Source: an optimization exercise on an open RTL-to-GDS flow (aim: small area and a short achievable clock period). Production flows keep margins and buffers that such runs may drop.
The RTL of this run was laid out without a check of its function.
Power and IR drop assume default switching activity.

==> design/flow/design.v <==
`timescale 1ns / 1ps
module vec_multi_core #(
    parameter int LEN = 32,
    parameter int DATA_WIDTH = 8
) (
    input logic clk,
    input logic rst_n,
    input logic i_data_valid,
    input logic i_load_weight,
    input logic [LEN*DATA_WIDTH-1:0] i_data,
    input logic [2*LEN-1:0] i_weight,
    output logic o_data_ready,
    output logic signed [31:0] o_result
);
  logic [31:0] wp, wn;
  always_ff @(posedge clk or negedge rst_n) begin
    if (!rst_n) begin
      wp <= '0;
      wn <= '0;
    end else if (i_load_weight) begin
      for (int i = 0; i < 32; i++) begin
        wp[i] <= i_weight[2*i+1] & ~i_weight[2*i];
        wn[i] <= ~i_weight[2*i+1] & ~i_weight[2*i];
      end
    end
  end
  logic [255:0] pp;
  always_comb begin
    for (int i = 0; i < 32; i++) begin
      for (int j = 0; j < 8; j++) begin
        if (j == 7)
          pp[8*i+j] = ~(i_data[8*i+j] ? wp[i] : wn[i]);
        else
          pp[8*i+j] = i_data[8*i+j] ? wp[i] : wn[i];
      end
    end
  end
  logic [47:0] r1;
  wire s1;
  wire c2;
  wire s3;
  wire c4;
  wire s5;
  wire c6;
  wire s7;
  wire c8;
  wire s9;
  wire c10;
  wire s11;
  wire c12;
  wire s13;
  wire c14;
  wire s15;
  wire c16;
  wire s17;
  wire c18;
  wire s19;
  wire c20;
  wire s21;
  wire c22;
  wire s23;
  wire c24;
  wire s25;
  wire c26;
  wire s27;
  wire c28;
  wire s29;
  wire c30;
  wire s31;
  wire c32;
  wire s33;
  wire c34;
  wire s35;
  wire c36;
  wire s37;
  wire c38;
  wire s39;
  wire c40;
  wire s41;
  wire c42;
  wire s43;
  wire c44;
  wire s45;
  wire c46;
  wire s47;
  wire c48;
  wire s49;
  wire c50;
  wire s51;
  wire c52;
  wire s53;
  wire c54;
  wire s55;
  wire c56;
  wire s57;
  wire c58;
  wire s59;
  wire c60;
  wire s61;
  wire c62;
  wire s63;
  wire c64;
  wire s65;
  wire c66;
  wire s67;
  wire c68;
  wire s69;
  wire c70;
  wire s71;
  wire c72;
  wire s73;
  wire c74;
  wire s75;
  wire c76;
  wire s77;
  wire c78;
  wire s79;
  wire c80;
  wire s81;
  wire c82;
  wire s83;
  wire c84;
  wire s85;
  wire c86;
  wire s87;
  wire c88;
  wire s89;
  wire c90;
  wire s91;
  wire c92;
  wire s93;
  wire c94;
  wire s95;
  wire c96;
  wire s97;
  wire c98;
  wire s99;
  wire c100;
  wire s101;
  wire c102;
  wire s103;
  wire c104;
  wire s105;
  wire c106;
  wire s107;
  wire c108;
  wire s109;
  wire c110;
  wire s111;
  wire c112;
  wire s113;
  wire c114;
  wire s115;
  wire c116;
  wire s117;
  wire c118;
  wire s119;
  wire c120;
  wire s121;
  wire c122;
  wire s123;
  wire c124;
  wire s125;
  wire c126;
  wire s127;
  wire c128;
  wire s129;
  wire c130;
  wire s131;
  wire c132;
  wire s133;
  wire c134;
  wire s135;
  wire c136;
  wire s137;
  wire c138;
  wire s139;
  wire c140;
  wire s141;
  wire c142;
  wire s143;
  wire c144;
  wire s145;
  wire c146;
  wire s147;
  wire c148;
  wire s149;
  wire c150;
  wire s151;
  wire c152;
  wire s153;
  wire c154;
  wire s155;
  wire c156;
  wire s157;
  wire c158;
  wire s159;
  wire c160;
  wire s161;
  wire c162;
  wire s163;
  wire c164;
  wire s165;
  wire c166;
  wire s167;
  wire c168;
  wire s169;
  wire c170;
  wire s171;
  wire c172;
  wire s173;
  wire c174;
  wire s175;
  wire c176;
  wire s177;
  wire c178;
  wire s179;
  wire c180;
  wire s181;
  wire c182;
  wire s183;
  wire c184;
  wire s185;
  wire c186;
  wire s187;
  wire c188;
  wire s189;
  wire c190;
  wire s191;
  wire c192;
  wire s193;
  wire c194;
  wire s195;
  wire c196;
  wire s197;
  wire c198;
  wire s199;
  wire c200;
  wire s201;
  wire c202;
  wire s203;
  wire c204;
  wire s205;
  wire c206;
  wire s207;
  wire c208;
  wire s209;
  wire c210;
  wire s211;
  wire c212;
  wire s213;
  wire c214;
  wire s215;
  wire c216;
  wire s217;
  wire c218;
  wire s219;
  wire c220;
  wire s221;
  wire c222;
  wire s223;
  wire c224;
  wire s225;
  wire c226;
  wire s227;
  wire c228;
  wire s229;
  wire c230;
  wire s231;
  wire c232;
  wire s233;
  wire c234;
  wire s235;
  wire c236;
  wire s237;
  wire c238;
  wire s239;
  wire c240;
  wire s241;
  wire c242;
  wire s243;
  wire c244;
  wire s245;
  wire c246;
  wire s247;
  wire c248;
  wire s249;
  wire c250;
  wire s251;
  wire c252;
  wire s253;
  wire c254;
  wire s255;
  wire c256;
  wire s257;
  wire c258;
  wire s259;
  wire c260;
  wire s261;
  wire c262;
  wire s263;
  wire c264;
  wire s265;
  wire c266;
  wire s267;
  wire c268;
  wire s269;
  wire c270;
  wire s271;
  wire c272;
  wire s273;
  wire c274;
  wire s275;
  wire c276;
  wire s277;
  wire c278;
  wire s279;
  wire c280;
  wire s281;
  wire c282;
  wire s283;
  wire c284;
  wire s285;
  wire c286;
  wire s287;
  wire c288;
  wire s289;
  wire c290;
  wire s291;
  wire c292;
  wire s293;
  wire c294;
  wire s295;
  wire c296;
  wire s297;
  wire c298;
  wire s299;
  wire c300;
  wire s301;
  wire c302;
  wire s303;
  wire c304;
  wire s305;
  wire c306;
  wire s307;
  wire c308;
  wire s309;
  wire c310;
  wire s311;
  wire c312;
  wire s313;
  wire c314;
  wire s315;
  wire c316;
  wire s317;
  wire c318;
  wire s319;
  wire c320;
  wire s321;
  wire c322;
  wire s323;
  wire c324;
  wire s325;
  wire c326;
  wire s327;
  wire c328;
  wire s329;
  wire c330;
  wire s331;
  wire c332;
  wire s333;
  wire c334;
  wire s335;
  wire c336;
  wire s337;
  wire c338;
  wire s339;
  wire c340;
  wire s341;
  wire c342;
  wire s343;
  wire c344;
  wire s345;
  wire c346;
  wire s347;
  wire c348;
  wire s349;
  wire c350;
  wire s351;
  wire c352;
  wire s353;
  wire c354;
  wire s355;
  wire c356;
  wire s357;
  wire c358;
  wire s359;
  wire c360;
  wire s361;
  wire c362;
  wire s363;
  wire c364;
  wire s365;
  wire c366;
  wire s367;
  wire c368;
  wire s369;
  wire c370;
  wire s371;
  wire c372;
  wire s373;
  wire c374;
  wire s375;
  wire c376;
  wire s377;
  wire c378;
  wire s379;
  wire c380;
  wire s381;
  wire c382;
  wire s383;
  wire c384;
  wire s385;
  wire c386;
  wire s387;
  wire c388;
  wire s389;
  wire c390;
  wire s391;
  wire c392;
  wire s393;
  wire c394;
  wire s395;
  wire c396;
  wire s397;
  wire c398;
  wire s399;
  wire c400;
  wire s401;
  wire c402;
  wire s403;
  wire c404;
  wire s405;
  wire c406;
  wire s407;
  wire c408;
  wire s409;
  wire c410;
  wire s411;
  wire c412;
  wire s413;
  wire c414;
  wire s415;
  wire c416;
  wire s417;
  wire c418;
  wire s419;
  wire c420;
  wire s421;
  wire c422;
  wire s423;
  wire c424;
  wire s425;
  wire c426;
  wire s427;
  wire c428;
  wire s429;
  wire c430;
  wire s431;
  wire c432;
  wire s433;
  wire c434;
  wire s435;
  wire c436;
  wire s437;
  wire c438;
  wire s439;
  wire c440;
  wire s441;
  wire c442;
  wire s443;
  wire c444;
  wire s445;
  wire c446;
  wire s447;
  wire c448;
  wire s449;
  wire c450;
  wire s451;
  wire c452;
  wire s453;
  wire c454;
  wire s455;
  wire c456;
  wire s457;
  wire c458;
  wire s459;
  wire c460;
  wire s461;
  wire c462;
  wire s463;
  wire c464;
  wire s465;
  wire c466;
  wire s467;
  wire c468;
  wire s469;
  wire c470;
  wire s471;
  wire c472;
  wire s473;
  wire c474;
  wire s475;
  wire c476;
  wire s477;
  wire c478;
  wire s479;
  wire c480;
  wire s481;
  wire c482;
  wire s483;
  wire c484;
  wire s485;
  wire c486;
  wire s487;
  wire c488;
  wire s489;
  wire c490;
  wire s491;
  wire c492;
  wire s493;
  wire c494;
  wire s495;
  wire c496;
  wire s497;
  wire c498;
  wire s499;
  wire c500;
  wire s501;
  wire c502;
  wire s503;
  wire c504;
  wire s505;
  wire c506;
  wire s507;
  wire c508;
  wire s509;
  wire c510;
  wire s511;
  wire c512;
  wire s513;
  wire c514;
  wire s515;
  wire c516;
  wire s517;
  wire c518;
  wire s519;
  wire c520;
  wire s521;
  wire c522;
  wire s523;
  wire c524;
  wire s525;
  wire c526;
  wire s527;
  wire c528;
  wire s529;
  wire c530;
  wire s531;
  wire c532;
  wire s533;
  wire c534;
  wire s535;
  wire c536;
  wire s537;
  wire c538;
  wire s539;
  wire c540;
  wire s541;
  wire c542;
  wire s543;
  wire c544;
  wire s545;
  wire c546;
  wire s547;
  wire c548;
  assign s1 = pp[0] ^ wn[0] ^ pp[8];
  assign c2 = (pp[0] & wn[0]) | (pp[0] & pp[8]) | (wn[0] & pp[8]);
  assign s3 = wn[1] ^ pp[16] ^ wn[2];
  assign c4 = (wn[1] & pp[16]) | (wn[1] & wn[2]) | (pp[16] & wn[2]);
  assign s5 = pp[24] ^ wn[3] ^ pp[32];
  assign c6 = (pp[24] & wn[3]) | (pp[24] & pp[32]) | (wn[3] & pp[32]);
  assign s7 = wn[4] ^ pp[40] ^ wn[5];
  assign c8 = (wn[4] & pp[40]) | (wn[4] & wn[5]) | (pp[40] & wn[5]);
  assign s9 = pp[48] ^ wn[6] ^ pp[56];
  assign c10 = (pp[48] & wn[6]) | (pp[48] & pp[56]) | (wn[6] & pp[56]);
  assign s11 = wn[7] ^ pp[64] ^ wn[8];
  assign c12 = (wn[7] & pp[64]) | (wn[7] & wn[8]) | (pp[64] & wn[8]);
  assign s13 = pp[72] ^ wn[9] ^ pp[80];
  assign c14 = (pp[72] & wn[9]) | (pp[72] & pp[80]) | (wn[9] & pp[80]);
  assign s15 = wn[10] ^ pp[88] ^ wn[11];
  assign c16 = (wn[10] & pp[88]) | (wn[10] & wn[11]) | (pp[88] & wn[11]);
  assign s17 = pp[96] ^ wn[12] ^ pp[104];
  assign c18 = (pp[96] & wn[12]) | (pp[96] & pp[104]) | (wn[12] & pp[104]);
  assign s19 = wn[13] ^ pp[112] ^ wn[14];
  assign c20 = (wn[13] & pp[112]) | (wn[13] & wn[14]) | (pp[112] & wn[14]);
  assign s21 = pp[120] ^ wn[15] ^ pp[128];
  assign c22 = (pp[120] & wn[15]) | (pp[120] & pp[128]) | (wn[15] & pp[128]);
  assign s23 = wn[16] ^ pp[136] ^ wn[17];
  assign c24 = (wn[16] & pp[136]) | (wn[16] & wn[17]) | (pp[136] & wn[17]);
  assign s25 = pp[144] ^ wn[18] ^ pp[152];
  assign c26 = (pp[144] & wn[18]) | (pp[144] & pp[152]) | (wn[18] & pp[152]);
  assign s27 = wn[19] ^ pp[160] ^ wn[20];
  assign c28 = (wn[19] & pp[160]) | (wn[19] & wn[20]) | (pp[160] & wn[20]);
  assign s29 = pp[168] ^ wn[21] ^ pp[176];
  assign c30 = (pp[168] & wn[21]) | (pp[168] & pp[176]) | (wn[21] & pp[176]);
  assign s31 = wn[22] ^ pp[184] ^ wn[23];
  assign c32 = (wn[22] & pp[184]) | (wn[22] & wn[23]) | (pp[184] & wn[23]);
  assign s33 = pp[192] ^ wn[24] ^ pp[200];
  assign c34 = (pp[192] & wn[24]) | (pp[192] & pp[200]) | (wn[24] & pp[200]);
  assign s35 = wn[25] ^ pp[208] ^ wn[26];
  assign c36 = (wn[25] & pp[208]) | (wn[25] & wn[26]) | (pp[208] & wn[26]);
  assign s37 = pp[216] ^ wn[27] ^ pp[224];
  assign c38 = (pp[216] & wn[27]) | (pp[216] & pp[224]) | (wn[27] & pp[224]);
  assign s39 = wn[28] ^ pp[232] ^ wn[29];
  assign c40 = (wn[28] & pp[232]) | (wn[28] & wn[29]) | (pp[232] & wn[29]);
  assign s41 = pp[240] ^ wn[30] ^ pp[248];
  assign c42 = (pp[240] & wn[30]) | (pp[240] & pp[248]) | (wn[30] & pp[248]);
  assign s43 = wn[31] ^ s1 ^ s3;
  assign c44 = (wn[31] & s1) | (wn[31] & s3) | (s1 & s3);
  assign s45 = s5 ^ s7 ^ s9;
  assign c46 = (s5 & s7) | (s5 & s9) | (s7 & s9);
  assign s47 = s11 ^ s13 ^ s15;
  assign c48 = (s11 & s13) | (s11 & s15) | (s13 & s15);
  assign s49 = s17 ^ s19 ^ s21;
  assign c50 = (s17 & s19) | (s17 & s21) | (s19 & s21);
  assign s51 = s23 ^ s25 ^ s27;
  assign c52 = (s23 & s25) | (s23 & s27) | (s25 & s27);
  assign s53 = s29 ^ s31 ^ s33;
  assign c54 = (s29 & s31) | (s29 & s33) | (s31 & s33);
  assign s55 = s35 ^ s37 ^ s39;
  assign c56 = (s35 & s37) | (s35 & s39) | (s37 & s39);
  assign s57 = s41 ^ s43 ^ s45;
  assign c58 = (s41 & s43) | (s41 & s45) | (s43 & s45);
  assign s59 = s47 ^ s49 ^ s51;
  assign c60 = (s47 & s49) | (s47 & s51) | (s49 & s51);
  assign s61 = s53 ^ s55 ^ s57;
  assign c62 = (s53 & s55) | (s53 & s57) | (s55 & s57);
  assign s63 = pp[1] ^ pp[9] ^ pp[17];
  assign c64 = (pp[1] & pp[9]) | (pp[1] & pp[17]) | (pp[9] & pp[17]);
  assign s65 = pp[25] ^ pp[33] ^ pp[41];
  assign c66 = (pp[25] & pp[33]) | (pp[25] & pp[41]) | (pp[33] & pp[41]);
  assign s67 = pp[49] ^ pp[57] ^ pp[65];
  assign c68 = (pp[49] & pp[57]) | (pp[49] & pp[65]) | (pp[57] & pp[65]);
  assign s69 = pp[73] ^ pp[81] ^ pp[89];
  assign c70 = (pp[73] & pp[81]) | (pp[73] & pp[89]) | (pp[81] & pp[89]);
  assign s71 = pp[97] ^ pp[105] ^ pp[113];
  assign c72 = (pp[97] & pp[105]) | (pp[97] & pp[113]) | (pp[105] & pp[113]);
  assign s73 = pp[121] ^ pp[129] ^ pp[137];
  assign c74 = (pp[121] & pp[129]) | (pp[121] & pp[137]) | (pp[129] & pp[137]);
  assign s75 = pp[145] ^ pp[153] ^ pp[161];
  assign c76 = (pp[145] & pp[153]) | (pp[145] & pp[161]) | (pp[153] & pp[161]);
  assign s77 = pp[169] ^ pp[177] ^ pp[185];
  assign c78 = (pp[169] & pp[177]) | (pp[169] & pp[185]) | (pp[177] & pp[185]);
  assign s79 = pp[193] ^ pp[201] ^ pp[209];
  assign c80 = (pp[193] & pp[201]) | (pp[193] & pp[209]) | (pp[201] & pp[209]);
  assign s81 = pp[217] ^ pp[225] ^ pp[233];
  assign c82 = (pp[217] & pp[225]) | (pp[217] & pp[233]) | (pp[225] & pp[233]);
  assign s83 = pp[241] ^ pp[249] ^ c2;
  assign c84 = (pp[241] & pp[249]) | (pp[241] & c2) | (pp[249] & c2);
  assign s85 = c4 ^ c6 ^ c8;
  assign c86 = (c4 & c6) | (c4 & c8) | (c6 & c8);
  assign s87 = c10 ^ c12 ^ c14;
  assign c88 = (c10 & c12) | (c10 & c14) | (c12 & c14);
  assign s89 = c16 ^ c18 ^ c20;
  assign c90 = (c16 & c18) | (c16 & c20) | (c18 & c20);
  assign s91 = c22 ^ c24 ^ c26;
  assign c92 = (c22 & c24) | (c22 & c26) | (c24 & c26);
  assign s93 = c28 ^ c30 ^ c32;
  assign c94 = (c28 & c30) | (c28 & c32) | (c30 & c32);
  assign s95 = c34 ^ c36 ^ c38;
  assign c96 = (c34 & c36) | (c34 & c38) | (c36 & c38);
  assign s97 = c40 ^ c42 ^ s63;
  assign c98 = (c40 & c42) | (c40 & s63) | (c42 & s63);
  assign s99 = s65 ^ s67 ^ s69;
  assign c100 = (s65 & s67) | (s65 & s69) | (s67 & s69);
  assign s101 = s71 ^ s73 ^ s75;
  assign c102 = (s71 & s73) | (s71 & s75) | (s73 & s75);
  assign s103 = s77 ^ s79 ^ s81;
  assign c104 = (s77 & s79) | (s77 & s81) | (s79 & s81);
  assign s105 = c44 ^ c46 ^ c48;
  assign c106 = (c44 & c46) | (c44 & c48) | (c46 & c48);
  assign s107 = c50 ^ c52 ^ c54;
  assign c108 = (c50 & c52) | (c50 & c54) | (c52 & c54);
  assign s109 = c56 ^ s83 ^ s85;
  assign c110 = (c56 & s83) | (c56 & s85) | (s83 & s85);
  assign s111 = s87 ^ s89 ^ s91;
  assign c112 = (s87 & s89) | (s87 & s91) | (s89 & s91);
  assign s113 = s93 ^ s95 ^ s97;
  assign c114 = (s93 & s95) | (s93 & s97) | (s95 & s97);
  assign s115 = s99 ^ s101 ^ s103;
  assign c116 = (s99 & s101) | (s99 & s103) | (s101 & s103);
  assign s117 = c58 ^ c60 ^ s105;
  assign c118 = (c58 & c60) | (c58 & s105) | (c60 & s105);
  assign s119 = s107 ^ s109 ^ s111;
  assign c120 = (s107 & s109) | (s107 & s111) | (s109 & s111);
  assign s121 = s113 ^ s115 ^ c62;
  assign c122 = (s113 & s115) | (s113 & c62) | (s115 & c62);
  assign s123 = pp[2] ^ pp[10] ^ pp[18];
  assign c124 = (pp[2] & pp[10]) | (pp[2] & pp[18]) | (pp[10] & pp[18]);
  assign s125 = pp[26] ^ pp[34] ^ pp[42];
  assign c126 = (pp[26] & pp[34]) | (pp[26] & pp[42]) | (pp[34] & pp[42]);
  assign s127 = pp[50] ^ pp[58] ^ pp[66];
  assign c128 = (pp[50] & pp[58]) | (pp[50] & pp[66]) | (pp[58] & pp[66]);
  assign s129 = pp[74] ^ pp[82] ^ pp[90];
  assign c130 = (pp[74] & pp[82]) | (pp[74] & pp[90]) | (pp[82] & pp[90]);
  assign s131 = pp[98] ^ pp[106] ^ pp[114];
  assign c132 = (pp[98] & pp[106]) | (pp[98] & pp[114]) | (pp[106] & pp[114]);
  assign s133 = pp[122] ^ pp[130] ^ pp[138];
  assign c134 = (pp[122] & pp[130]) | (pp[122] & pp[138]) | (pp[130] & pp[138]);
  assign s135 = pp[146] ^ pp[154] ^ pp[162];
  assign c136 = (pp[146] & pp[154]) | (pp[146] & pp[162]) | (pp[154] & pp[162]);
  assign s137 = pp[170] ^ pp[178] ^ pp[186];
  assign c138 = (pp[170] & pp[178]) | (pp[170] & pp[186]) | (pp[178] & pp[186]);
  assign s139 = pp[194] ^ pp[202] ^ pp[210];
  assign c140 = (pp[194] & pp[202]) | (pp[194] & pp[210]) | (pp[202] & pp[210]);
  assign s141 = pp[218] ^ pp[226] ^ pp[234];
  assign c142 = (pp[218] & pp[226]) | (pp[218] & pp[234]) | (pp[226] & pp[234]);
  assign s143 = pp[242] ^ pp[250] ^ c64;
  assign c144 = (pp[242] & pp[250]) | (pp[242] & c64) | (pp[250] & c64);
  assign s145 = c66 ^ c68 ^ c70;
  assign c146 = (c66 & c68) | (c66 & c70) | (c68 & c70);
  assign s147 = c72 ^ c74 ^ c76;
  assign c148 = (c72 & c74) | (c72 & c76) | (c74 & c76);
  assign s149 = c78 ^ c80 ^ c82;
  assign c150 = (c78 & c80) | (c78 & c82) | (c80 & c82);
  assign s151 = s123 ^ s125 ^ s127;
  assign c152 = (s123 & s125) | (s123 & s127) | (s125 & s127);
  assign s153 = s129 ^ s131 ^ s133;
  assign c154 = (s129 & s131) | (s129 & s133) | (s131 & s133);
  assign s155 = s135 ^ s137 ^ s139;
  assign c156 = (s135 & s137) | (s135 & s139) | (s137 & s139);
  assign s157 = s141 ^ c84 ^ c86;
  assign c158 = (s141 & c84) | (s141 & c86) | (c84 & c86);
  assign s159 = c88 ^ c90 ^ c92;
  assign c160 = (c88 & c90) | (c88 & c92) | (c90 & c92);
  assign s161 = c94 ^ c96 ^ c98;
  assign c162 = (c94 & c96) | (c94 & c98) | (c96 & c98);
  assign s163 = c100 ^ c102 ^ c104;
  assign c164 = (c100 & c102) | (c100 & c104) | (c102 & c104);
  assign s165 = s143 ^ s145 ^ s147;
  assign c166 = (s143 & s145) | (s143 & s147) | (s145 & s147);
  assign s167 = s149 ^ s151 ^ s153;
  assign c168 = (s149 & s151) | (s149 & s153) | (s151 & s153);
  assign s169 = s155 ^ c106 ^ c108;
  assign c170 = (s155 & c106) | (s155 & c108) | (c106 & c108);
  assign s171 = c110 ^ c112 ^ c114;
  assign c172 = (c110 & c112) | (c110 & c114) | (c112 & c114);
  assign s173 = c116 ^ s157 ^ s159;
  assign c174 = (c116 & s157) | (c116 & s159) | (s157 & s159);
  assign s175 = s161 ^ s163 ^ s165;
  assign c176 = (s161 & s163) | (s161 & s165) | (s163 & s165);
  assign s177 = s167 ^ c118 ^ c120;
  assign c178 = (s167 & c118) | (s167 & c120) | (c118 & c120);
  assign s179 = s169 ^ s171 ^ s173;
  assign c180 = (s169 & s171) | (s169 & s173) | (s171 & s173);
  assign s181 = pp[3] ^ pp[11] ^ pp[19];
  assign c182 = (pp[3] & pp[11]) | (pp[3] & pp[19]) | (pp[11] & pp[19]);
  assign s183 = pp[27] ^ pp[35] ^ pp[43];
  assign c184 = (pp[27] & pp[35]) | (pp[27] & pp[43]) | (pp[35] & pp[43]);
  assign s185 = pp[51] ^ pp[59] ^ pp[67];
  assign c186 = (pp[51] & pp[59]) | (pp[51] & pp[67]) | (pp[59] & pp[67]);
  assign s187 = pp[75] ^ pp[83] ^ pp[91];
  assign c188 = (pp[75] & pp[83]) | (pp[75] & pp[91]) | (pp[83] & pp[91]);
  assign s189 = pp[99] ^ pp[107] ^ pp[115];
  assign c190 = (pp[99] & pp[107]) | (pp[99] & pp[115]) | (pp[107] & pp[115]);
  assign s191 = pp[123] ^ pp[131] ^ pp[139];
  assign c192 = (pp[123] & pp[131]) | (pp[123] & pp[139]) | (pp[131] & pp[139]);
  assign s193 = pp[147] ^ pp[155] ^ pp[163];
  assign c194 = (pp[147] & pp[155]) | (pp[147] & pp[163]) | (pp[155] & pp[163]);
  assign s195 = pp[171] ^ pp[179] ^ pp[187];
  assign c196 = (pp[171] & pp[179]) | (pp[171] & pp[187]) | (pp[179] & pp[187]);
  assign s197 = pp[195] ^ pp[203] ^ pp[211];
  assign c198 = (pp[195] & pp[203]) | (pp[195] & pp[211]) | (pp[203] & pp[211]);
  assign s199 = pp[219] ^ pp[227] ^ pp[235];
  assign c200 = (pp[219] & pp[227]) | (pp[219] & pp[235]) | (pp[227] & pp[235]);
  assign s201 = pp[243] ^ pp[251] ^ c124;
  assign c202 = (pp[243] & pp[251]) | (pp[243] & c124) | (pp[251] & c124);
  assign s203 = c126 ^ c128 ^ c130;
  assign c204 = (c126 & c128) | (c126 & c130) | (c128 & c130);
  assign s205 = c132 ^ c134 ^ c136;
  assign c206 = (c132 & c134) | (c132 & c136) | (c134 & c136);
  assign s207 = c138 ^ c140 ^ c142;
  assign c208 = (c138 & c140) | (c138 & c142) | (c140 & c142);
  assign s209 = s181 ^ s183 ^ s185;
  assign c210 = (s181 & s183) | (s181 & s185) | (s183 & s185);
  assign s211 = s187 ^ s189 ^ s191;
  assign c212 = (s187 & s189) | (s187 & s191) | (s189 & s191);
  assign s213 = s193 ^ s195 ^ s197;
  assign c214 = (s193 & s195) | (s193 & s197) | (s195 & s197);
  assign s215 = s199 ^ c144 ^ c146;
  assign c216 = (s199 & c144) | (s199 & c146) | (c144 & c146);
  assign s217 = c148 ^ c150 ^ c152;
  assign c218 = (c148 & c150) | (c148 & c152) | (c150 & c152);
  assign s219 = c154 ^ c156 ^ s201;
  assign c220 = (c154 & c156) | (c154 & s201) | (c156 & s201);
  assign s221 = s203 ^ s205 ^ s207;
  assign c222 = (s203 & s205) | (s203 & s207) | (s205 & s207);
  assign s223 = s209 ^ s211 ^ s213;
  assign c224 = (s209 & s211) | (s209 & s213) | (s211 & s213);
  assign s225 = c158 ^ c160 ^ c162;
  assign c226 = (c158 & c160) | (c158 & c162) | (c160 & c162);
  assign s227 = c164 ^ c166 ^ c168;
  assign c228 = (c164 & c166) | (c164 & c168) | (c166 & c168);
  assign s229 = s215 ^ s217 ^ s219;
  assign c230 = (s215 & s217) | (s215 & s219) | (s217 & s219);
  assign s231 = s221 ^ s223 ^ c170;
  assign c232 = (s221 & s223) | (s221 & c170) | (s223 & c170);
  assign s233 = c172 ^ c174 ^ c176;
  assign c234 = (c172 & c174) | (c172 & c176) | (c174 & c176);
  assign s235 = s225 ^ s227 ^ s229;
  assign c236 = (s225 & s227) | (s225 & s229) | (s227 & s229);
  assign s237 = pp[4] ^ pp[12] ^ pp[20];
  assign c238 = (pp[4] & pp[12]) | (pp[4] & pp[20]) | (pp[12] & pp[20]);
  assign s239 = pp[28] ^ pp[36] ^ pp[44];
  assign c240 = (pp[28] & pp[36]) | (pp[28] & pp[44]) | (pp[36] & pp[44]);
  assign s241 = pp[52] ^ pp[60] ^ pp[68];
  assign c242 = (pp[52] & pp[60]) | (pp[52] & pp[68]) | (pp[60] & pp[68]);
  assign s243 = pp[76] ^ pp[84] ^ pp[92];
  assign c244 = (pp[76] & pp[84]) | (pp[76] & pp[92]) | (pp[84] & pp[92]);
  assign s245 = pp[100] ^ pp[108] ^ pp[116];
  assign c246 = (pp[100] & pp[108]) | (pp[100] & pp[116]) | (pp[108] & pp[116]);
  assign s247 = pp[124] ^ pp[132] ^ pp[140];
  assign c248 = (pp[124] & pp[132]) | (pp[124] & pp[140]) | (pp[132] & pp[140]);
  assign s249 = pp[148] ^ pp[156] ^ pp[164];
  assign c250 = (pp[148] & pp[156]) | (pp[148] & pp[164]) | (pp[156] & pp[164]);
  assign s251 = pp[172] ^ pp[180] ^ pp[188];
  assign c252 = (pp[172] & pp[180]) | (pp[172] & pp[188]) | (pp[180] & pp[188]);
  assign s253 = pp[196] ^ pp[204] ^ pp[212];
  assign c254 = (pp[196] & pp[204]) | (pp[196] & pp[212]) | (pp[204] & pp[212]);
  assign s255 = pp[220] ^ pp[228] ^ pp[236];
  assign c256 = (pp[220] & pp[228]) | (pp[220] & pp[236]) | (pp[228] & pp[236]);
  assign s257 = pp[244] ^ pp[252] ^ c182;
  assign c258 = (pp[244] & pp[252]) | (pp[244] & c182) | (pp[252] & c182);
  assign s259 = c184 ^ c186 ^ c188;
  assign c260 = (c184 & c186) | (c184 & c188) | (c186 & c188);
  assign s261 = c190 ^ c192 ^ c194;
  assign c262 = (c190 & c192) | (c190 & c194) | (c192 & c194);
  assign s263 = c196 ^ c198 ^ c200;
  assign c264 = (c196 & c198) | (c196 & c200) | (c198 & c200);
  assign s265 = s237 ^ s239 ^ s241;
  assign c266 = (s237 & s239) | (s237 & s241) | (s239 & s241);
  assign s267 = s243 ^ s245 ^ s247;
  assign c268 = (s243 & s245) | (s243 & s247) | (s245 & s247);
  assign s269 = s249 ^ s251 ^ s253;
  assign c270 = (s249 & s251) | (s249 & s253) | (s251 & s253);
  assign s271 = s255 ^ c202 ^ c204;
  assign c272 = (s255 & c202) | (s255 & c204) | (c202 & c204);
  assign s273 = c206 ^ c208 ^ c210;
  assign c274 = (c206 & c208) | (c206 & c210) | (c208 & c210);
  assign s275 = c212 ^ c214 ^ s257;
  assign c276 = (c212 & c214) | (c212 & s257) | (c214 & s257);
  assign s277 = s259 ^ s261 ^ s263;
  assign c278 = (s259 & s261) | (s259 & s263) | (s261 & s263);
  assign s279 = s265 ^ s267 ^ s269;
  assign c280 = (s265 & s267) | (s265 & s269) | (s267 & s269);
  assign s281 = c216 ^ c218 ^ c220;
  assign c282 = (c216 & c218) | (c216 & c220) | (c218 & c220);
  assign s283 = c222 ^ c224 ^ s271;
  assign c284 = (c222 & c224) | (c222 & s271) | (c224 & s271);
  assign s285 = s273 ^ s275 ^ s277;
  assign c286 = (s273 & s275) | (s273 & s277) | (s275 & s277);
  assign s287 = s279 ^ c226 ^ c228;
  assign c288 = (s279 & c226) | (s279 & c228) | (c226 & c228);
  assign s289 = c230 ^ s281 ^ s283;
  assign c290 = (c230 & s281) | (c230 & s283) | (s281 & s283);
  assign s291 = pp[5] ^ pp[13] ^ pp[21];
  assign c292 = (pp[5] & pp[13]) | (pp[5] & pp[21]) | (pp[13] & pp[21]);
  assign s293 = pp[29] ^ pp[37] ^ pp[45];
  assign c294 = (pp[29] & pp[37]) | (pp[29] & pp[45]) | (pp[37] & pp[45]);
  assign s295 = pp[53] ^ pp[61] ^ pp[69];
  assign c296 = (pp[53] & pp[61]) | (pp[53] & pp[69]) | (pp[61] & pp[69]);
  assign s297 = pp[77] ^ pp[85] ^ pp[93];
  assign c298 = (pp[77] & pp[85]) | (pp[77] & pp[93]) | (pp[85] & pp[93]);
  assign s299 = pp[101] ^ pp[109] ^ pp[117];
  assign c300 = (pp[101] & pp[109]) | (pp[101] & pp[117]) | (pp[109] & pp[117]);
  assign s301 = pp[125] ^ pp[133] ^ pp[141];
  assign c302 = (pp[125] & pp[133]) | (pp[125] & pp[141]) | (pp[133] & pp[141]);
  assign s303 = pp[149] ^ pp[157] ^ pp[165];
  assign c304 = (pp[149] & pp[157]) | (pp[149] & pp[165]) | (pp[157] & pp[165]);
  assign s305 = pp[173] ^ pp[181] ^ pp[189];
  assign c306 = (pp[173] & pp[181]) | (pp[173] & pp[189]) | (pp[181] & pp[189]);
  assign s307 = pp[197] ^ pp[205] ^ pp[213];
  assign c308 = (pp[197] & pp[205]) | (pp[197] & pp[213]) | (pp[205] & pp[213]);
  assign s309 = pp[221] ^ pp[229] ^ pp[237];
  assign c310 = (pp[221] & pp[229]) | (pp[221] & pp[237]) | (pp[229] & pp[237]);
  assign s311 = pp[245] ^ pp[253] ^ c238;
  assign c312 = (pp[245] & pp[253]) | (pp[245] & c238) | (pp[253] & c238);
  assign s313 = c240 ^ c242 ^ c244;
  assign c314 = (c240 & c242) | (c240 & c244) | (c242 & c244);
  assign s315 = c246 ^ c248 ^ c250;
  assign c316 = (c246 & c248) | (c246 & c250) | (c248 & c250);
  assign s317 = c252 ^ c254 ^ c256;
  assign c318 = (c252 & c254) | (c252 & c256) | (c254 & c256);
  assign s319 = s291 ^ s293 ^ s295;
  assign c320 = (s291 & s293) | (s291 & s295) | (s293 & s295);
  assign s321 = s297 ^ s299 ^ s301;
  assign c322 = (s297 & s299) | (s297 & s301) | (s299 & s301);
  assign s323 = s303 ^ s305 ^ s307;
  assign c324 = (s303 & s305) | (s303 & s307) | (s305 & s307);
  assign s325 = s309 ^ c258 ^ c260;
  assign c326 = (s309 & c258) | (s309 & c260) | (c258 & c260);
  assign s327 = c262 ^ c264 ^ c266;
  assign c328 = (c262 & c264) | (c262 & c266) | (c264 & c266);
  assign s329 = c268 ^ c270 ^ s311;
  assign c330 = (c268 & c270) | (c268 & s311) | (c270 & s311);
  assign s331 = s313 ^ s315 ^ s317;
  assign c332 = (s313 & s315) | (s313 & s317) | (s315 & s317);
  assign s333 = s319 ^ s321 ^ s323;
  assign c334 = (s319 & s321) | (s319 & s323) | (s321 & s323);
  assign s335 = c272 ^ c274 ^ c276;
  assign c336 = (c272 & c274) | (c272 & c276) | (c274 & c276);
  assign s337 = c278 ^ c280 ^ s325;
  assign c338 = (c278 & c280) | (c278 & s325) | (c280 & s325);
  assign s339 = s327 ^ s329 ^ s331;
  assign c340 = (s327 & s329) | (s327 & s331) | (s329 & s331);
  assign s341 = s333 ^ c282 ^ c284;
  assign c342 = (s333 & c282) | (s333 & c284) | (c282 & c284);
  assign s343 = c286 ^ s335 ^ s337;
  assign c344 = (c286 & s335) | (c286 & s337) | (s335 & s337);
  assign s345 = pp[6] ^ pp[14] ^ pp[22];
  assign c346 = (pp[6] & pp[14]) | (pp[6] & pp[22]) | (pp[14] & pp[22]);
  assign s347 = pp[30] ^ pp[38] ^ pp[46];
  assign c348 = (pp[30] & pp[38]) | (pp[30] & pp[46]) | (pp[38] & pp[46]);
  assign s349 = pp[54] ^ pp[62] ^ pp[70];
  assign c350 = (pp[54] & pp[62]) | (pp[54] & pp[70]) | (pp[62] & pp[70]);
  assign s351 = pp[78] ^ pp[86] ^ pp[94];
  assign c352 = (pp[78] & pp[86]) | (pp[78] & pp[94]) | (pp[86] & pp[94]);
  assign s353 = pp[102] ^ pp[110] ^ pp[118];
  assign c354 = (pp[102] & pp[110]) | (pp[102] & pp[118]) | (pp[110] & pp[118]);
  assign s355 = pp[126] ^ pp[134] ^ pp[142];
  assign c356 = (pp[126] & pp[134]) | (pp[126] & pp[142]) | (pp[134] & pp[142]);
  assign s357 = pp[150] ^ pp[158] ^ pp[166];
  assign c358 = (pp[150] & pp[158]) | (pp[150] & pp[166]) | (pp[158] & pp[166]);
  assign s359 = pp[174] ^ pp[182] ^ pp[190];
  assign c360 = (pp[174] & pp[182]) | (pp[174] & pp[190]) | (pp[182] & pp[190]);
  assign s361 = pp[198] ^ pp[206] ^ pp[214];
  assign c362 = (pp[198] & pp[206]) | (pp[198] & pp[214]) | (pp[206] & pp[214]);
  assign s363 = pp[222] ^ pp[230] ^ pp[238];
  assign c364 = (pp[222] & pp[230]) | (pp[222] & pp[238]) | (pp[230] & pp[238]);
  assign s365 = pp[246] ^ pp[254] ^ c292;
  assign c366 = (pp[246] & pp[254]) | (pp[246] & c292) | (pp[254] & c292);
  assign s367 = c294 ^ c296 ^ c298;
  assign c368 = (c294 & c296) | (c294 & c298) | (c296 & c298);
  assign s369 = c300 ^ c302 ^ c304;
  assign c370 = (c300 & c302) | (c300 & c304) | (c302 & c304);
  assign s371 = c306 ^ c308 ^ c310;
  assign c372 = (c306 & c308) | (c306 & c310) | (c308 & c310);
  assign s373 = s345 ^ s347 ^ s349;
  assign c374 = (s345 & s347) | (s345 & s349) | (s347 & s349);
  assign s375 = s351 ^ s353 ^ s355;
  assign c376 = (s351 & s353) | (s351 & s355) | (s353 & s355);
  assign s377 = s357 ^ s359 ^ s361;
  assign c378 = (s357 & s359) | (s357 & s361) | (s359 & s361);
  assign s379 = s363 ^ c312 ^ c314;
  assign c380 = (s363 & c312) | (s363 & c314) | (c312 & c314);
  assign s381 = c316 ^ c318 ^ c320;
  assign c382 = (c316 & c318) | (c316 & c320) | (c318 & c320);
  assign s383 = c322 ^ c324 ^ s365;
  assign c384 = (c322 & c324) | (c322 & s365) | (c324 & s365);
  assign s385 = s367 ^ s369 ^ s371;
  assign c386 = (s367 & s369) | (s367 & s371) | (s369 & s371);
  assign s387 = s373 ^ s375 ^ s377;
  assign c388 = (s373 & s375) | (s373 & s377) | (s375 & s377);
  assign s389 = c326 ^ c328 ^ c330;
  assign c390 = (c326 & c328) | (c326 & c330) | (c328 & c330);
  assign s391 = c332 ^ c334 ^ s379;
  assign c392 = (c332 & c334) | (c332 & s379) | (c334 & s379);
  assign s393 = s381 ^ s383 ^ s385;
  assign c394 = (s381 & s383) | (s381 & s385) | (s383 & s385);
  assign s395 = s387 ^ c336 ^ c338;
  assign c396 = (s387 & c336) | (s387 & c338) | (c336 & c338);
  assign s397 = c340 ^ s389 ^ s391;
  assign c398 = (c340 & s389) | (c340 & s391) | (s389 & s391);
  assign s399 = pp[7] ^ pp[15] ^ pp[23];
  assign c400 = (pp[7] & pp[15]) | (pp[7] & pp[23]) | (pp[15] & pp[23]);
  assign s401 = pp[31] ^ pp[39] ^ pp[47];
  assign c402 = (pp[31] & pp[39]) | (pp[31] & pp[47]) | (pp[39] & pp[47]);
  assign s403 = pp[55] ^ pp[63] ^ pp[71];
  assign c404 = (pp[55] & pp[63]) | (pp[55] & pp[71]) | (pp[63] & pp[71]);
  assign s405 = pp[79] ^ pp[87] ^ pp[95];
  assign c406 = (pp[79] & pp[87]) | (pp[79] & pp[95]) | (pp[87] & pp[95]);
  assign s407 = pp[103] ^ pp[111] ^ pp[119];
  assign c408 = (pp[103] & pp[111]) | (pp[103] & pp[119]) | (pp[111] & pp[119]);
  assign s409 = pp[127] ^ pp[135] ^ pp[143];
  assign c410 = (pp[127] & pp[135]) | (pp[127] & pp[143]) | (pp[135] & pp[143]);
  assign s411 = pp[151] ^ pp[159] ^ pp[167];
  assign c412 = (pp[151] & pp[159]) | (pp[151] & pp[167]) | (pp[159] & pp[167]);
  assign s413 = pp[175] ^ pp[183] ^ pp[191];
  assign c414 = (pp[175] & pp[183]) | (pp[175] & pp[191]) | (pp[183] & pp[191]);
  assign s415 = pp[199] ^ pp[207] ^ pp[215];
  assign c416 = (pp[199] & pp[207]) | (pp[199] & pp[215]) | (pp[207] & pp[215]);
  assign s417 = pp[223] ^ pp[231] ^ pp[239];
  assign c418 = (pp[223] & pp[231]) | (pp[223] & pp[239]) | (pp[231] & pp[239]);
  assign s419 = pp[247] ^ pp[255] ^ c346;
  assign c420 = (pp[247] & pp[255]) | (pp[247] & c346) | (pp[255] & c346);
  assign s421 = c348 ^ c350 ^ c352;
  assign c422 = (c348 & c350) | (c348 & c352) | (c350 & c352);
  assign s423 = c354 ^ c356 ^ c358;
  assign c424 = (c354 & c356) | (c354 & c358) | (c356 & c358);
  assign s425 = c360 ^ c362 ^ c364;
  assign c426 = (c360 & c362) | (c360 & c364) | (c362 & c364);
  assign s427 = s399 ^ s401 ^ s403;
  assign c428 = (s399 & s401) | (s399 & s403) | (s401 & s403);
  assign s429 = s405 ^ s407 ^ s409;
  assign c430 = (s405 & s407) | (s405 & s409) | (s407 & s409);
  assign s431 = s411 ^ s413 ^ s415;
  assign c432 = (s411 & s413) | (s411 & s415) | (s413 & s415);
  assign s433 = s417 ^ c366 ^ c368;
  assign c434 = (s417 & c366) | (s417 & c368) | (c366 & c368);
  assign s435 = c370 ^ c372 ^ c374;
  assign c436 = (c370 & c372) | (c370 & c374) | (c372 & c374);
  assign s437 = c376 ^ c378 ^ s419;
  assign c438 = (c376 & c378) | (c376 & s419) | (c378 & s419);
  assign s439 = s421 ^ s423 ^ s425;
  assign c440 = (s421 & s423) | (s421 & s425) | (s423 & s425);
  assign s441 = s427 ^ s429 ^ s431;
  assign c442 = (s427 & s429) | (s427 & s431) | (s429 & s431);
  assign s443 = c380 ^ c382 ^ c384;
  assign c444 = (c380 & c382) | (c380 & c384) | (c382 & c384);
  assign s445 = c386 ^ c388 ^ s433;
  assign c446 = (c386 & c388) | (c386 & s433) | (c388 & s433);
  assign s447 = s435 ^ s437 ^ s439;
  assign c448 = (s435 & s437) | (s435 & s439) | (s437 & s439);
  assign s449 = s441 ^ c390 ^ c392;
  assign c450 = (s441 & c390) | (s441 & c392) | (c390 & c392);
  assign s451 = c394 ^ s443 ^ s445;
  assign c452 = (c394 & s443) | (c394 & s445) | (s443 & s445);
  assign s453 = c400 ^ c402 ^ c404;
  assign c454 = (c400 & c402) | (c400 & c404) | (c402 & c404);
  assign s455 = c406 ^ c408 ^ c410;
  assign c456 = (c406 & c408) | (c406 & c410) | (c408 & c410);
  assign s457 = c412 ^ c414 ^ c416;
  assign c458 = (c412 & c414) | (c412 & c416) | (c414 & c416);
  assign s459 = c418 ^ c420 ^ c422;
  assign c460 = (c418 & c420) | (c418 & c422) | (c420 & c422);
  assign s461 = c424 ^ c426 ^ c428;
  assign c462 = (c424 & c426) | (c424 & c428) | (c426 & c428);
  assign s463 = c430 ^ c432 ^ s453;
  assign c464 = (c430 & c432) | (c430 & s453) | (c432 & s453);
  assign s465 = s455 ^ s457 ^ c434;
  assign c466 = (s455 & s457) | (s455 & c434) | (s457 & c434);
  assign s467 = c436 ^ c438 ^ c440;
  assign c468 = (c436 & c438) | (c436 & c440) | (c438 & c440);
  assign s469 = c442 ^ s459 ^ s461;
  assign c470 = (c442 & s459) | (c442 & s461) | (s459 & s461);
  assign s471 = s463 ^ c444 ^ c446;
  assign c472 = (s463 & c444) | (s463 & c446) | (c444 & c446);
  assign s473 = c448 ^ s465 ^ s467;
  assign c474 = (c448 & s465) | (c448 & s467) | (s465 & s467);
  assign s475 = c454 ^ c456 ^ c458;
  assign c476 = (c454 & c456) | (c454 & c458) | (c456 & c458);
  assign s477 = c460 ^ c462 ^ c464;
  assign c478 = (c460 & c462) | (c460 & c464) | (c462 & c464);
  assign s479 = s475 ^ c466 ^ c468;
  assign c480 = (s475 & c466) | (s475 & c468) | (c466 & c468);
  assign s481 = r1[9] ^ r1[10];
  assign c482 = r1[9] & r1[10];
  assign s483 = r1[14] ^ r1[15] ^ r1[16];
  assign c484 = (r1[14] & r1[15]) | (r1[14] & r1[16]) | (r1[15] & r1[16]);
  assign s485 = r1[17] ^ r1[18];
  assign c486 = r1[17] & r1[18];
  assign s487 = r1[20] ^ r1[21] ^ r1[22];
  assign c488 = (r1[20] & r1[21]) | (r1[20] & r1[22]) | (r1[21] & r1[22]);
  assign s489 = r1[23] ^ r1[24];
  assign c490 = r1[23] & r1[24];
  assign s491 = r1[25] ^ r1[26] ^ r1[27];
  assign c492 = (r1[25] & r1[26]) | (r1[25] & r1[27]) | (r1[26] & r1[27]);
  assign s493 = r1[28] ^ r1[29];
  assign c494 = r1[28] & r1[29];
  assign s495 = r1[30] ^ r1[31] ^ r1[32];
  assign c496 = (r1[30] & r1[31]) | (r1[30] & r1[32]) | (r1[31] & r1[32]);
  assign s497 = r1[33] ^ r1[34];
  assign c498 = r1[33] & r1[34];
  assign s499 = r1[35] ^ r1[36] ^ r1[37];
  assign c500 = (r1[35] & r1[36]) | (r1[35] & r1[37]) | (r1[36] & r1[37]);
  assign s501 = r1[38] ^ r1[39];
  assign c502 = r1[38] & r1[39];
  assign s503 = r1[40] ^ r1[41] ^ r1[42];
  assign c504 = (r1[40] & r1[41]) | (r1[40] & r1[42]) | (r1[41] & r1[42]);
  assign s505 = r1[43] ^ r1[44];
  assign c506 = r1[43] & r1[44];
  assign s507 = r1[45] ^ r1[46];
  assign c508 = r1[45] & r1[46];
  assign s509 = r1[5] ^ r1[6];
  assign c510 = r1[5] & r1[6];
  assign s511 = r1[11] ^ r1[12] ^ r1[13];
  assign c512 = (r1[11] & r1[12]) | (r1[11] & r1[13]) | (r1[12] & r1[13]);
  assign s513 = r1[19] ^ s485 ^ c482;
  assign c514 = (r1[19] & s485) | (r1[19] & c482) | (s485 & c482);
  assign s515 = s489 ^ c486 ^ s487;
  assign c516 = (s489 & c486) | (s489 & s487) | (c486 & s487);
  assign s517 = s493 ^ c490 ^ s491;
  assign c518 = (s493 & c490) | (s493 & s491) | (c490 & s491);
  assign s519 = s497 ^ c494 ^ s495;
  assign c520 = (s497 & c494) | (s497 & s495) | (c494 & s495);
  assign s521 = s501 ^ c498 ^ s499;
  assign c522 = (s501 & c498) | (s501 & s499) | (c498 & s499);
  assign s523 = s505 ^ c502 ^ s503;
  assign c524 = (s505 & c502) | (s505 & s503) | (c502 & s503);
  assign s525 = r1[47] ^ s507 ^ c506;
  assign c526 = (r1[47] & s507) | (r1[47] & c506) | (s507 & c506);
  assign s527 = r1[2] ^ r1[3];
  assign c528 = r1[2] & r1[3];
  assign s529 = r1[7] ^ r1[8] ^ s509;
  assign c530 = (r1[7] & r1[8]) | (r1[7] & s509) | (r1[8] & s509);
  assign s531 = s481 ^ c510 ^ s511;
  assign c532 = (s481 & c510) | (s481 & s511) | (c510 & s511);
  assign s533 = s483 ^ c512 ^ s513;
  assign c534 = (s483 & c512) | (s483 & s513) | (c512 & s513);
  assign s535 = c484 ^ c514 ^ s515;
  assign c536 = (c484 & c514) | (c484 & s515) | (c514 & s515);
  assign s537 = c488 ^ s517 ^ c516;
  assign c538 = (c488 & s517) | (c488 & c516) | (s517 & c516);
  assign s539 = c492 ^ s519 ^ c518;
  assign c540 = (c492 & s519) | (c492 & c518) | (s519 & c518);
  assign s541 = c496 ^ s521 ^ c520;
  assign c542 = (c496 & s521) | (c496 & c520) | (s521 & c520);
  assign s543 = c500 ^ s523 ^ c522;
  assign c544 = (c500 & s523) | (c500 & c522) | (s523 & c522);
  assign s545 = c504 ^ s525 ^ c524;
  assign c546 = (c504 & s525) | (c504 & c524) | (s525 & c524);
  assign s547 = c508 ^ c526;
  assign c548 = c508 & c526;
  logic [2:1] vld;
  always_ff @(posedge clk or negedge rst_n) begin
    if (!rst_n) vld <= '0;
    else vld <= {vld[1:1], i_data_valid};
  end
  always_ff @(posedge clk) begin
      r1[0] <= s59;
      r1[1] <= s61;
      r1[2] <= s117;
      r1[3] <= s119;
      r1[4] <= s121;
      r1[5] <= s175;
      r1[6] <= c122;
      r1[7] <= s177;
      r1[8] <= s179;
      r1[9] <= c178;
      r1[10] <= c180;
      r1[11] <= s231;
      r1[12] <= s233;
      r1[13] <= s235;
      r1[14] <= s285;
      r1[15] <= c232;
      r1[16] <= c234;
      r1[17] <= c236;
      r1[18] <= s287;
      r1[19] <= s289;
      r1[20] <= s339;
      r1[21] <= c288;
      r1[22] <= c290;
      r1[23] <= s341;
      r1[24] <= s343;
      r1[25] <= s393;
      r1[26] <= c342;
      r1[27] <= c344;
      r1[28] <= s395;
      r1[29] <= s397;
      r1[30] <= s447;
      r1[31] <= c396;
      r1[32] <= c398;
      r1[33] <= s449;
      r1[34] <= s451;
      r1[35] <= s469;
      r1[36] <= c450;
      r1[37] <= c452;
      r1[38] <= s471;
      r1[39] <= s473;
      r1[40] <= c470;
      r1[41] <= s477;
      r1[42] <= c472;
      r1[43] <= c474;
      r1[44] <= s479;
      r1[45] <= c476;
      r1[46] <= c478;
      r1[47] <= c480;
  end
  logic [13:0] fa, fb, res;
  assign fa = {1'b1, 1'b1, s547, s545, s543, s541, s539, s537, s535, s533, s531, s529, r1[4], r1[0]};
  assign fb = {1'b0, c548, c546, c544, c542, c540, c538, c536, c534, c532, c530, c528, s527, r1[1]};
  always_ff @(posedge clk) res <= fa + fb;
  assign o_result = {{18{res[13]}}, res};
  assign o_data_ready = vld[2];
endmodule
==> design/flow/run.sh <==
#!/bin/bash
# synth_recipe.tcl (not shown) runs the flow's synth.tcl, then flattens the netlist and writes it again
# the make line also repeats each setting of config.mk as NAME=value (left out here)
make -C /OpenROAD-flow-scripts/flow DESIGN_CONFIG=/design/flow/config.mk WORK_HOME=/design/flow/orfs CLKGATE_MAP_FILE= SYNTH_SCRIPT=/design/flow/synth_recipe.tcl finish
==> design/flow/config.mk <==
export PLATFORM = sky130hd
export DESIGN_NAME = vec_multi_core
export DESIGN_NICKNAME = vec_multi_core
export VERILOG_FILES = /design/flow/design.v
export SDC_FILE = /design/flow/constraint.sdc
export NUM_CORES = 4
export LEC_CHECK = 0
export CAP_MARGIN = 20
export CORE_MARGIN = 2
export CORE_UTILIZATION = 40
export SLEW_MARGIN = 20
==> design/flow/constraint.sdc <==
create_clock -name core_clock -period 3.0 [get_ports {clk}]
set_input_delay 0.6000 -clock core_clock [delete_from_list [all_inputs] [get_ports {clk}]]
set_output_delay 0.6000 -clock core_clock [all_outputs]
set_load 0.01 [all_outputs]
==> flow_metrics.py <==
metrics = {
    "die": {
        "core_sq_um": 34300,
        "initial_core_util_pct": 40.4,
        "die_area_sq_um": 36100,
        "die_h_um": 190,
        "die_x_um": 190,
        "ios": 357,
        "placement_rows": 68,
    },
    "setup_path": {
        "critPathTopFamily": "adder cells",
        "crit_top_cell": "fa_2",
        "critPathMaxStageDelay_ns": 0.61,
        "cpMaxStageDelayCell": "fa_2",
        "cp_num_buf_inv": 3,
        "startpoint_type": "flop",
        "cp.required_ns": 3.38,
        "cp-end-kind": "flop",
        "crit_type": "reg2reg",
        "path_max_fanout": 6,
        "cp_data_arrival_time_ns": 3.86,
        "path_cells": "buf_6, mux2_4, fa_2, fa_2, inv_2, fa_2, fa_2, inv_2, fa_2",
    },
    "pwr": {
        "p_switching_mw": 10.5,
        "ir_drop_mv": 1.93,
        "p_leak_nw": 9.33,
        "seq_power_share_pct": 12.1,
        "switching_share_pct": 43.6,
        "p_per_area_nw_per_um2": 1180,
        "combinationalPowerShare_pct": 78.4,
        "p_int_mw": 13.5,
        "clkPwrFrac_pct": 9.5,
    },
    "layout": {
        "syn2layout_area_growth_pct": 47.5,
        "layout-drive-gt1-share_pct": 35.1,
        "final_area_sq_um": 20400,
        "layout.nets": 2367,
    },
    "synth": {
        "yosysWarningCount": 1,
        "ys_seq_area_share_pct": 20.9,
        "synth.avg_cell_area_sq_um": 10.5,
        "syn-num-nets": 1926,
        "synth_top_area_share_pct": 38.3,
        "yosys.cell_types.count": 38,
        "synthesis.area_sq_um": 13800,
        "synth_seq_cells": 128,
        "yosysTopAreaCell": "fa_1",
        "synth_area_leaders": "fa_1 38%, dfrtp_1 12%, dfxtp_1 9.0%",
        "synthArstFlopShare_pct": 51.6,
        "syn_inst": 1314,
        "dominantRegCellSynth": "dfrtp_1",
        "synth-edff-count": 0,
    },
    "sta": {
        "slew_viol_final": 0,
        "fin_ws_ns": -0.480,
        "worstMarginPinSlew_ns": 0.732,
        "max_freq_ghz": 0.287,
        "period_needed_ns": 3.48,
        "period_share_pct": 116,
        "rsz0062_at_grt": "yes",
        "clock_skew_ns": 0.0108,
        "slew_headroom_pct": 51.2,
        "setup_viol": 41,
        "final.setup.tns_ns": -9.74,
        "hold_violations": 0,
    },
    "clock_tree": {
        "cts_buffer_depth": 2,
        "clock_latency_ns": 0.43,
        "cts_hold_buffers": 0,
        "clockRootBuffer": "clkbuf_16",
        "cts_made_buffers": 17,
        "cts_max_level": 4,
        "cts.sinks": 128,
        "cts_tree": "yes",
        "clkTransAtPathRegs_ns": 0.06,
    },
    "routing": {
        "drtIter0Drc": 429,
        "detail-route-antenna-nets": 0,
        "firstDrtPassIters": 5,
        "avgRoutedWirePerCell_um": 20.9,
        "vias": 10600,
        "wirelength_mm": 46.5,
        "avgViaCountPerCell": 4.75,
        "drc": 0,
    },
    "global_routing": {
        "grt_pass1_vias": 11700,
        "grt_pass1_wl_mm": 69.9,
        "grt_use_total_pct": 26.7,
        "antenna_found_initial": 7,
        "grt_max_degree": 110,
        "overflow": 0,
    },
    "outcome": {
        "outcome": "failed layout checks",
        "violations": "setup timing",
    },
    "place": {
        "hpwl_mm": 39.8,
        "dpl_cell_area_sq_um": 18700,
        "port_buffers": 356,
        "globalplace.congestion": 0.908,
    },
    "run": {
        "maxCapViolations": 0,
    },
    "worst_hold_path": {
        "hold_class": "in2async",
    },
}
==> worst paths after layout <==
check	startpoint	end	slack, ns	cells after the start
setup / recovery	wn[7]	r1[29]	-0.48	9
hold / removal	rst_n	vld[2]	0.22	1
setup reg to reg	wn[7]	r1[29]	-0.48	9
hold reg to reg	vld[1]	vld[2]	0.36	0
max in group asynchronous	rst_n	wn[15]	2.05	2
min in group core_clock	vld[1]	vld[2]	0.36	0
==> metrics by stage <==
step	util, %	total power [mW]	hold WS, ns	setup WS [ns]	instances
4_1_cts	58.0	23.2	0.223	-0.454	2206
3_3_place_gp	54.7	19.5	0.336	-1.13	2154
2_1_floorplan	-	14.6	0.304	-0.432	1314
5_1_grt	59.5	26.4	0.256	-0.544	2230
3_5_place_dp	54.7	20.0	0.356	-1.22	2154
6_report	59.5	24.0	0.220	-0.480	2230
==> registers in the layout, summed over array words and instances (netlist names) <==
name / count
wn: 32
r1: 48
vld: 2
res: 14
wp: 32
==> kinds of logic after synthesis <==
logic type                 count (synthesis)  synth area share [%]
buffers and inverters                    387                  11.0
xor gates and xnor gates                   9                 0.570
AOI/OAI and AO/OA                        129                  5.06
DFF                                      128                  20.9
muxes                                    216                  16.7
adders and majority gates                288                  40.4
and+or+nand+nor                          157                  5.37
==> power by group through the flow <==
stage / registers [mW] / clock network [mW] / logic (mW)
6_report: 2.91 / 2.28 / 18.8
5_1_grt: 2.97 / 2.39 / 21.1
4_1_cts: 2.91 / 2.32 / 18.0
3_5_place_dp: 2.93 / 0 / 17.1
3_3_place_gp: 2.91 / 0 / 16.6
2_1_floorplan: 2.83 / 0 / 11.7
==> metal layers <==
layer  part of all wire [%]  track usage (%)  up-vias
met4                    3.0             9.66        0
met2                     49             44.8      333
li1                       -                -     4915
met5                      0                0        -
met1                     43             35.1     5284
met3                    5.0             4.50       66
==> repair_timing <==
action                     4_1_cts  5_1_grt
setup endpoints to repair       51       53
gates resized for setup        360      159
pin swaps                      124       72
buffers inserted                21       17
hold endpoints to repair         0        0
==> synthesized netlist by cell type (all sizes together) (2+ instances only) <==
master	number
a211oi	2
a21oi	11
a311oi	2
buf	29
clkbuf	44
dfrtp	66
dfxtp	62
fa	265
ha	23
inv	314
mux2	114
mux2i	102
nand2	78
nand2b	2
nand3b	33
nor2	37
o21ai	107
o21bai	2
xnor2	6
xor2	3
==> worst register-to-register path: stages, from the launching register on <==
cell and delay, ns:
dfrtp_2 0.47, buf_6 0.14, mux2_4 0.27, fa_2 0.49, fa_2 0.61, inv_2 0.05, fa_2 0.33, fa_2 0.53
inv_2 0.04, fa_2 0.51
==> layout make-up <==
class                      instances  area (sq um)
antenna                            7          17.5
clock buffer                      23           520
clock inverter                     9           116
fill                            2923         13900
inverter                         314          1180
multi-input combinational        799         10400
sequential                       128          2940
tap                              455           569
timing repair buffer             495          4640
==> placed cells by master, fill, tap and decap left out, types with 20 or more instances in the layout <==
master,count
dfrtp_1,29
o21ai_1,71
buf_6,25
nand2_1,78
buf_4,110
mux2_4,76
dfxtp_1,60
dfrtp_2,37
fa_1,123
o21ai_2,20
fa_2,142
mux2i_2,28
nor2_1,37
inv_2,101
nand3b_1,33
clkdlybuf4s50_1,215
dlygate4sd2_1,120
mux2i_1,68
inv_1,212

==> what the ideal ports hide <==
No port has a modelled driver above. Below, the same layout with a new extraction and two added sets of constraints. Step 1, drivers: a clkbuf_16 drives clk and a buf_2 each remaining input, both assumed. Step 2, shift: input delay + t, output delay - t, t = (earliest + latest rising clock arrival at the registers) / 2. This alone moves slack from input paths to output paths. Slacks: ideal ports / drivers / drivers and shift; pairs: ideal ports / drivers.
t, ns: 0.477
setup slack, ns: -0.480 / -0.480 / -0.938
latest minus earliest clock arrival (ns): 0.012 / 0.012
worst data-port slew with drivers (ns): 0.08
The setup slack of this run moves by 0.000 ns with the drivers and by -0.458 ns with both steps.
